From an optimization exercise on the open Yosys and OpenROAD flow, aimed at small area, a short achievable clock period and few clock cycles per item; shortcuts taken in it are not production practice.
RTL that was checked went through simulation tests only; none was proved equivalent to the original.
The clock port is modelled as an ideal driver, which makes a skipped or thinned clock tree look cheaper than it is; a real chip needs a root buffer or a tree.
Power is estimated from default activity; no workload was simulated.

==> flow/design.v <==
`timescale 1ns / 1ps
module Encoder(clk, reset, start, p_text, m_key, done, c_text);
    input clk, reset, start;
    input wire [63:0] p_text;
    input wire [79:0] m_key;
    output reg done;
    output wire [63:0] c_text;
    reg [63:0] t;
    reg [79:0] k;
    reg [4:0]  cnt;
    reg        busy;
    reg [1:0]  busy_k;
    reg [5:0]  idle_r;
    genvar i;
    wire [79:0] w = {k[66:0], k[79:67]};
    reg  [3:0] ks;
    wire [3:0] ksd;
    wire [4:0] rcx;
    generate for (i = 0; i < 5; i = i + 1) begin : rc
        C_xor2 u (.A(cnt[i]), .B(w[59+i]), .X(rcx[i]));
    end endgenerate
    wire [79:0] g = {w[79:64], rcx, w[58:4], ks};
    wire [79:0] kd;
    SBox uk (.x(kd[70:67]), .y(ksd));
    generate for (i = 0; i < 80; i = i + 1) begin : km
        wire n0, n1;
        C_nand2 u0 (.A(g[i]), .B(busy_k[i%2]), .Y(n0));
        C_nand2 u1 (.A(m_key[i]), .B(idle_r[i%2]), .Y(n1));
        C_nand2 u2 (.A(n0), .B(n1), .Y(kd[i]));
    end endgenerate
    wire [63:0] pn, y;
    generate for (i = 0; i < 64; i = i + 1) begin : yk
        C_nand2 u0 (.A(p_text[i]), .B(idle_r[2+i%2]), .Y(pn[i]));
        C_xnor2 u1 (.A(kd[i]), .B(pn[i]), .Y(y[i]));
    end endgenerate
    wire [63:0] b;
    generate for (i = 0; i < 16; i = i + 1) begin : sb
        SBoxG u (.x(t[4*i+3:4*i]), .enn(idle_r[4+i%2]), .y(b[4*i+3:4*i]));
    end endgenerate
    wire [63:0] c, d;
    generate for (i = 0; i < 4; i = i + 1) begin : sh
        assign c[16*i+15:16*i] = {b[16*i+7:16*i+4], b[16*i+3:16*i],
                                  b[16*i+15:16*i+12], b[16*i+11:16*i+8]};
    end endgenerate
    assign d[15:0]  = {c[14:0],  c[15]};
    assign d[31:16] = {c[27:16], c[31:28]};
    assign d[47:32] = {c[40:32], c[47:41]};
    assign d[63:48] = {c[54:48], c[63:55]};
    wire [63:0] tn;
    wire [15:0] e2, e1, a3, a0;
    generate for (i = 0; i < 16; i = i + 1) begin : mx
        C_xor2 x0 (.A(d[32+i]), .B(d[i]),    .X(e2[i]));
        C_xor2 x1 (.A(d[48+i]), .B(d[16+i]), .X(e1[i]));
        C_xor2 x2 (.A(d[48+i]), .B(y[48+i]), .X(a3[i]));
        C_xor2 x3 (.A(d[i]),    .B(y[i]),    .X(a0[i]));
        C_xor2 x4 (.A(a3[i]),   .B(e2[i]),   .X(tn[48+i]));
        C_xor2 x5 (.A(e2[i]),   .B(y[32+i]), .X(tn[32+i]));
        C_xor2 x6 (.A(e1[i]),   .B(y[16+i]), .X(tn[16+i]));
        C_xor2 x7 (.A(a0[i]),   .B(e1[i]),   .X(tn[i]));
    end endgenerate
    assign c_text = t;
    integer j;
    always @(posedge clk) begin
        t <= tn;
        k <= kd;
        ks <= ksd;
        cnt <= busy ? cnt + 5'd1 : 5'd0;
        for (j = 0; j < 2; j = j + 1)
            busy_k[j] <= !reset && (busy_k[j] ? cnt != 5'd24 : start);
        for (j = 0; j < 6; j = j + 1)
            idle_r[j] <= reset || (idle_r[j] ? !start : cnt == 5'd24);
        if (reset) begin
            busy <= 1'b0;
            done <= 1'b0;
        end else if (!busy) begin
            done <= 1'b0;
            busy <= start;
        end else if (cnt == 5'd24) begin
            busy <= 1'b0;
            done <= 1'b1;
        end
    end
endmodule
module SBoxN(x, yn);
    input [3:0] x;
    output [3:0] yn;
    wire n03, a03, n01, a13, e03, x12, qn, f11, f20, f31, f30;
    C_nor2   g0 (.A(x[0]), .B(x[3]), .Y(n03));
    C_nand2  g1 (.A(x[0]), .B(x[3]), .Y(a03));
    C_nor2   g2 (.A(x[0]), .B(x[1]), .Y(n01));
    C_nand2  g3 (.A(x[1]), .B(x[3]), .Y(a13));
    C_nand2b g4 (.A_N(n03), .B(a03), .Y(e03));    
    C_xor2   g5 (.A(x[1]), .B(x[2]), .X(x12));
    C_nand2b g6 (.A_N(x[0]), .B(x[3]), .Y(qn));
    C_xor2   g7 (.A(x[1]), .B(n03), .X(f11));
    C_xor2   g8 (.A(x[1]), .B(a03), .X(f20));
    C_xnor2  g9 (.A(x[3]), .B(n01), .Y(f31));
    C_xor2   g10 (.A(x[0]), .B(a13), .X(f30));
    C_xor2   g11 (.A(x12), .B(qn), .X(yn[0]));
    C_mux2i  g12 (.A0(e03), .A1(f11), .S(x[2]), .Y(yn[1]));
    C_mux2i  g13 (.A0(f20), .A1(e03), .S(x[2]), .Y(yn[2]));
    C_mux2i  g14 (.A0(f30), .A1(f31), .S(x[2]), .Y(yn[3]));
endmodule
module SBoxG(x, enn, y);
    input [3:0] x;
    input enn;
    output [3:0] y;
    wire [3:0] yn;
    SBoxN s (.x(x), .yn(yn));
    C_nor2 g0 (.A(yn[0]), .B(enn), .Y(y[0]));
    C_nor2 g1 (.A(yn[1]), .B(enn), .Y(y[1]));
    C_nor2 g2 (.A(yn[2]), .B(enn), .Y(y[2]));
    C_nor2 g3 (.A(yn[3]), .B(enn), .Y(y[3]));
endmodule
module SBox(x, y);
    input [3:0] x;
    output [3:0] y;
    wire [3:0] yn;
    SBoxN s (.x(x), .yn(yn));
    C_inv g0 (.A(yn[0]), .Y(y[0]));
    C_inv g1 (.A(yn[1]), .Y(y[1]));
    C_inv g2 (.A(yn[2]), .Y(y[2]));
    C_inv g3 (.A(yn[3]), .Y(y[3]));
endmodule
module C_inv(A, Y);
    input A;
    output Y;
    assign Y = (~A);
endmodule
module C_mux2i(A0, A1, S, Y);
    input A0, A1, S;
    output Y;
    assign Y = (~A0&~S) | (~A1&S);
endmodule
module C_nand2(A, B, Y);
    input A, B;
    output Y;
    assign Y = (~A) | (~B);
endmodule
module C_nand2b(A_N, B, Y);
    input A_N, B;
    output Y;
    assign Y = (A_N) | (~B);
endmodule
module C_nor2(A, B, Y);
    input A, B;
    output Y;
    assign Y = (~A&~B);
endmodule
module C_xnor2(A, B, Y);
    input A, B;
    output Y;
    assign Y = (~A&~B) | (A&B);
endmodule
module C_xor2(A, B, X);
    input A, B;
    output X;
    assign X = (A&~B) | (~A&B);
endmodule
clock: 3.5 ns
lec_check: 0
cap_margin: 20
core_margin: 2
core_utilization: 40
setup_slack_margin: 1.9
slew_margin: 20
synth_hierarchical: 1
standard.sh (not shown) runs the stock make flow with config.mk's settings and CLKGATE_MAP_FILE= SYNTH_SCRIPT=/design/flow/synth_recipe.tcl, a recipe that flattens the netlist after the stock synthesis.
==> flow/flow/run.sh <==
#!/bin/bash
# The standard layout, with plain buf_1 cells as the port buffers and a
# hand-built two-level clock tree (flow/clock_tree.tcl) in place of TritonCTS.
set -uo pipefail
export BUFFER_PORTS_ARGS="-buffer_cell sky130_fd_sc_hd__buf_1"
export PRE_CTS_TCL="$PWD/flow/clock_tree.tcl"
bash standard.sh > standard_flow.log 2>&1
Other scripts of this flow, unchanged in this note and not shown: flow/flow/clock_tree.tcl, flow/flow/clock_tree_lib.tcl
Rerun with:
--- a/flow/design.v
+++ b/flow/design.v
@@ -86,13 +86,13 @@
     output [3:0] yn;
     wire n03, a03, n01, a13, e03, x12, qn, f11, f20, f31, f30;
     C_nor2   g0 (.A(x[0]), .B(x[3]), .Y(n03));
     C_nand2  g1 (.A(x[0]), .B(x[3]), .Y(a03));
     C_nor2   g2 (.A(x[0]), .B(x[1]), .Y(n01));
     C_nand2  g3 (.A(x[1]), .B(x[3]), .Y(a13));
-    C_nand2b g4 (.A_N(n03), .B(a03), .Y(e03));    
+    C_xnor2  g4 (.A(x[0]), .B(x[3]), .Y(e03));
     C_xor2   g5 (.A(x[1]), .B(x[2]), .X(x12));
     C_nand2b g6 (.A_N(x[0]), .B(x[3]), .Y(qn));
     C_xor2   g7 (.A(x[1]), .B(n03), .X(f11));
     C_xor2   g8 (.A(x[1]), .B(a03), .X(f20));
     C_xnor2  g9 (.A(x[3]), .B(n01), .Y(f31));
     C_xor2   g10 (.A(x[0]), .B(a13), .X(f30));
Routed wire length goes down by 1.4%.
Flip-flop and latch count does not change.
Synthesized area goes up by 0.50%.
Via count goes down by 2.2%.
Power goes up by 1.4%.
Worst setup slack gets better by 0.0071 ns.
Clock power is about the same.
Testbench counts after the change, summed over its fixed seeds: cycles 13,312, items 512.
Function not checked in the first run of this note: the RTL went through the layout flow alone. In every run of this note, the design's own scripts or RTL, not TritonCTS, make the clock network.

==> what the ideal ports hide <==
Ports are ideal in the flow. The routed layouts listed here were re-timed in OpenROAD. Step 1: set_driving_cell puts a clkbuf_16 on clk and a buf_2 on each other input, an assumption about the parent block. Step 2 adds t to the input delays and takes it off the output delays; t is the mean of the earliest and latest rising clock arrival at the registers after step 1. Input paths then give back, and output paths get back, about the clock's delay inside the block. a / b / c = ideal / step 1 / step 2; a / b = the first two.
run | t, ns | setup slack, ns | hold slack, ns | slew at the worst register clock pin (ns) | cell pins on the clock port's net
the first run | 0.372 | 1.910 / 1.816 / 1.818 | 0.434 / 0.434 / 0.434 | 0.09 / 0.09 | 4
the second run | 0.372 | 1.918 / 1.824 / 1.810 | 0.424 / 0.424 / 0.424 | 0.09 / 0.09 | 4
After both steps setup and hold are still met in every run listed. For the second run, which loses most, drivers alone change the setup slack by -0.094 ns; drivers and shift together by -0.108 ns.
